What follows belongs to an exercise in optimizing a design on an open flow for small area and a short achievable clock period; a production flow would make more cautious choices. Only simulation tests tie the RTL to the original design; equivalence was not proved.

==> run C: inputs <==
==> flow/design.v (excerpt) <==
module riscv_core (
    input  clock,
    input  reset,
    output [31:0] bus_address,
    input  [31:0] bus_read_data,
    output [31:0] bus_write_data,
    output [3:0]  bus_byte_enable,
    output        bus_read_enable,
    output        bus_write_enable,
    input  [31:0] inst,
    output [31:0] pc
);
    logic [31:0] pc_q;                   
    logic [31:0] inst_d, pc_d;           
    logic        prev_is_load;
    logic [31:0] opa_e, opb_e, sd_e;     
    logic [4:0]  rd_e, fn_e;
    logic [2:0]  fmt_e;
    logic        we_e, re_e, wr_e, bs_e, wload_e, wlink_e, wlui_e;
    logic [31:0] res_m, sd_m;            
    logic [4:0]  rd_m;
    logic [2:0]  fmt_m;
    logic        we_m, re_m, wr_m, bs_m, wload_m;
    logic [31:0] res_w;                  
    logic [4:0]  rd_w;
    logic        we_w;
    wire [6:0] opcode = inst_d[6:0];
    wire [2:0] f3     = inst_d[14:12];
    wire [6:0] f7     = inst_d[31:25];
    wire [4:0] rd     = inst_d[11:7];
    wire [4:0] rs1    = inst_d[19:15];
    wire [4:0] rs2    = inst_d[24:20];
    wire is_load    = opcode == 7'b0000011;
    wire is_load_fp = opcode == 7'b0000111;
    wire is_store   = opcode == 7'b0100011;
  ...
Settings: LEC_CHECK=0, CAP_MARGIN=20, CORE_MARGIN=2, CORE_UTILIZATION=45, PLACE_DENSITY=0.55, SLEW_MARGIN=20; clock period 100.0 ns.
run.sh (not shown) runs the stock make flow with config.mk's settings and CLKGATE_MAP_FILE= SYNTH_SCRIPT=/design/flow/synth_recipe.tcl, a recipe that flattens the netlist after the stock synthesis.
==> run Y (differences from run C) <==
--- a/flow/design.v
+++ b/flow/design.v
@@ -3116,20 +3116,22 @@
     );
     assign mul_result = (fn == 5'b01100) ? product[31:0] : product[63:32];
     wire div_signed = (fn == 5'b10000) || (fn == 5'b10010);
     wire is_rem     = (fn == 5'b10010) || (fn == 5'b10011);
     wire a_neg = div_signed & a[31];
     wire b_neg = div_signed & b[31];
     wire [31:0] ua = a_neg ? -a : a;
     wire [31:0] ub = b_neg ? -b : b;
-    wire [31:0] uq, ur;
-    divx divider (.a(ua), .d(ub), .q(uq), .r(ur));
-    wire [31:0] q = (a_neg ^ b_neg) ? -uq : uq;
-    wire [31:0] r = a_neg ? -ur : ur;
+    wire [31:0] uq, ur, ur_neg;
+    divx divider (.a(ua), .d(ub), .q(uq), .r(ur), .rn(ur_neg));
+    wire [29:0] uq_hi_neg = -uq[31:2];
+    wire [31:0] uq_neg = {(uq[1:0] == 2'b00) ? uq_hi_neg : ~uq[31:2], 2'(-uq[1:0])};
+    wire [31:0] q = (a_neg ^ b_neg) ? uq_neg : uq;
+    wire [31:0] r = a_neg ? ur_neg : ur;
     wire b_zero = (b == 32'b0);
     assign div_result = b_zero ? (is_rem ? a : 32'd1) : (is_rem ? r : q);
 endmodule
 module alu (
     input  [4:0]  fn,
     input  [31:0] a,
     input  [31:0] b,
     output logic [31:0] result,
@@ -3169,17 +3171,17 @@
             5'b01100, 5'b01101,
             5'b01110, 5'b01111:     result = mul_result;
             5'b10000, 5'b10001,
             5'b10010, 5'b10011:         result = div_result;
             default:                     result = 32'b0;
         endcase
     end
 endmodule
-module divx (input [31:0] a, input [31:0] d, output [31:0] q, output [31:0] r);
+module divx (input [31:0] a, input [31:0] d, output [31:0] q, output [31:0] r, output [31:0] rn);
     logic [31:0] R [0:11];
     assign R[0] = 32'b0;
     wire [2:0] x1 = a[31:29];
     wire [2:0] k1_1 = 3'(1) * d[2:0];
     wire f1_1 = d <= 32'd7;
     wire [3:0] s1_1 = {1'b0, x1} - {1'b0, k1_1};
     wire g1_1 = f1_1 & ~s1_1[3];
     wire [2:0] k1_2 = 3'(2) * d[2:0];
@@ -3683,16 +3685,24 @@
     wire o11_0 = ~g11_1;
     wire o11_1 = g11_1 & ~g11_2;
     wire o11_2 = g11_2 & ~g11_3;
     wire o11_3 = g11_3;
     wire [31:0] n11 = ({32{o11_0}} & x11)
         | ({32{o11_1}} & s11_1[31:0])
         | ({32{o11_2}} & s11_2[31:0])
         | ({32{o11_3}} & s11_3[31:0]);
+    wire [31:0] t11_0 = -x11;
+    wire [31:0] t11_1 = k11_1 - x11;
+    wire [31:0] t11_2 = k11_2 - x11;
+    wire [31:0] t11_3 = k11_3 - x11;
+    assign rn = ({32{o11_0}} & t11_0)
+        | ({32{o11_1}} & t11_1)
+        | ({32{o11_2}} & t11_2)
+        | ({32{o11_3}} & t11_3);
     assign R[11] = n11[31:0];
     assign q[0] = o11_1 | o11_3;
     assign q[1] = o11_2 | o11_3;
     assign r = R[11];
 endmodule
 module riscv_core (
     input  clock,
     input  reset,
@@ -3701,29 +3711,30 @@
     output [31:0] bus_write_data,
     output [3:0]  bus_byte_enable,
     output        bus_read_enable,
     output        bus_write_enable,
     input  [31:0] inst,
     output [31:0] pc
 );
     logic [31:0] pc_q;                   
-    logic [31:0] inst_d, pc_d;           
+    logic [31:0] inst_d;                 
     logic        prev_is_load;
     logic [31:0] opa_e, opb_e, sd_e;     
     logic [4:0]  rd_e, fn_e;
     logic [2:0]  fmt_e;
     logic        we_e, re_e, wr_e, bs_e, wload_e, wlink_e, wlui_e;
     logic [31:0] res_m, sd_m;            
     logic [4:0]  rd_m;
     logic [2:0]  fmt_m;
     logic        we_m, re_m, wr_m, bs_m, wload_m;
     logic [31:0] res_w;                  
     logic [4:0]  rd_w;
     logic        we_w;
+    wire [31:0] pc_d = pc_q - 32'd4;
     wire [6:0] opcode = inst_d[6:0];
     wire [2:0] f3     = inst_d[14:12];
     wire [6:0] f7     = inst_d[31:25];
     wire [4:0] rd     = inst_d[11:7];
     wire [4:0] rs1    = inst_d[19:15];
     wire [4:0] rs2    = inst_d[24:20];
     wire is_load    = opcode == 7'b0000011;
     wire is_load_fp = opcode == 7'b0000111;
@@ -3888,18 +3899,16 @@
         else                                     next_pc = pc_q + 32'd4;
     end
     always_ff @(posedge clock or posedge reset)
         if (reset)       pc_q <= 32'h00400000;
         else if (pc_we)  pc_q <= next_pc;
     always_ff @(posedge clock or posedge reset)
         if (reset)          inst_d <= 32'h00000013;
         else if (no_stall)  inst_d <= inst;
-    always_ff @(posedge clock)
-        if (no_stall) pc_d <= pc_q;
     always_ff @(posedge clock or posedge reset)
         if (reset) begin
             prev_is_load <= 1'b0;
             we_e <= 1'b0;
             re_e <= 1'b0;
             wr_e <= 1'b0;
             bs_e <= 1'b0;
             we_m <= 1'b0;
==> flow/flow/run.sh (new file) <==
#!/bin/bash
# Standard layout, with timing repair asked to reach a larger setup slack than the clock needs:
# the clock period and constraints stay the design's; only the repair target changes.
set -euo pipefail
bash standard.sh SETUP_SLACK_MARGIN=64 finish > make_finish.log 2>&1
==> flow/standard.sh (new file) <==
#!/bin/bash
# synth_recipe.tcl (not shown) runs the flow's synth.tcl, then flattens the netlist and writes it again
# the make line also repeats each setting of config.mk as NAME=value (left out here)
make -C /OpenROAD-flow-scripts/flow DESIGN_CONFIG=/design/flow/config.mk WORK_HOME=/design/flow/orfs CLKGATE_MAP_FILE= SYNTH_SCRIPT=/design/flow/synth_recipe.tcl "${@:-finish}"
removed: flow/run.sh
==> metrics.md <==
| Metric | Value |
|---|---|
| Outcome | failed layout checks |
| SO Faults | capacitance limit, slew limit |
| Starting Density | 45.14% |
| # clk buffers | 171 |
| Synth top area cells | edfxtp_1 18%, fa_1 12%, ha_1 12% |
| Filler cells | 35330 |
| Ant. Diodes | 194 |
| Die Y | 611.8 um |
| Met3 Use GR | 20.81% |
| Critical R2R Launch | opb_e[1]$_DFF_P_ |
| Tap cells | 4837 |
| Area growth, synth to finish | 10.03% |
| Mux cell area share after synthesis | 1.721% |
| Drt first pass iters | 13 |
| Max-cap violations | 2 |
| Max-slew violation count | 26 |
| Critical-path maximum fanout | 32 |
| Postcts setup bufs | 0 |
-- figures above: run C

==> metrics.md <==
| Metric | Value |
|---|---|
| Synth top area cells | edfxtp_1 17%, fa_1 12%, ha_1 12% |
| Postcts setup bufs | 616 |
| Design area | 207700 sq um |
| Critical-path maximum fanout | 11 |
| Outcome | failed layout checks |
| Max-slew violation count | 3 |
| Filler cells | 35140 |
| Max-cap violations | 1 |
| Ant. Diodes | 71 |
| Tap cells | 5016 |
| Die Y | 621.3 um |
| Mux cell area share after synthesis | 1.787% |
| SO Faults | capacitance limit, slew limit |
| Starting Density | 45.23% |
| Area growth, synth to finish | 21.09% |
| # clk buffers | 175 |
-- figures above: run Y

==> separate check: timing with driven ports <==
In the flow no input, the clock included, has a driving cell. The finished layouts below were timed again as built, in two steps.
Step 1 (the two cells are an assumption about what drives the block):
set clk [get_ports {clock}]
set_driving_cell -lib_cell sky130_fd_sc_hd__clkbuf_16 $clk
set_driving_cell -lib_cell sky130_fd_sc_hd__buf_2 [delete_from_list [all_inputs] $clk]
Step 2 moves the port delays by t, midway between the first and last clock arrival at a register: inputs arrive t later, outputs are due t later. That takes back most of the time a late clock gives input paths.
Three values: ideal, step 1, step 2; two values: the first two.
run | t (ns) | slack for setup (ns) | worst hold slack (ns) | worst slew at a driven data input, ns
run C | 0.905 | 45.486 / 45.486 / 45.486 | 0.327 / 0.327 / 0.327 | 0.08
run Y | 0.899 | 63.044 / 63.044 / 63.044 | 0.346 / 0.346 / 0.346 | 0.07
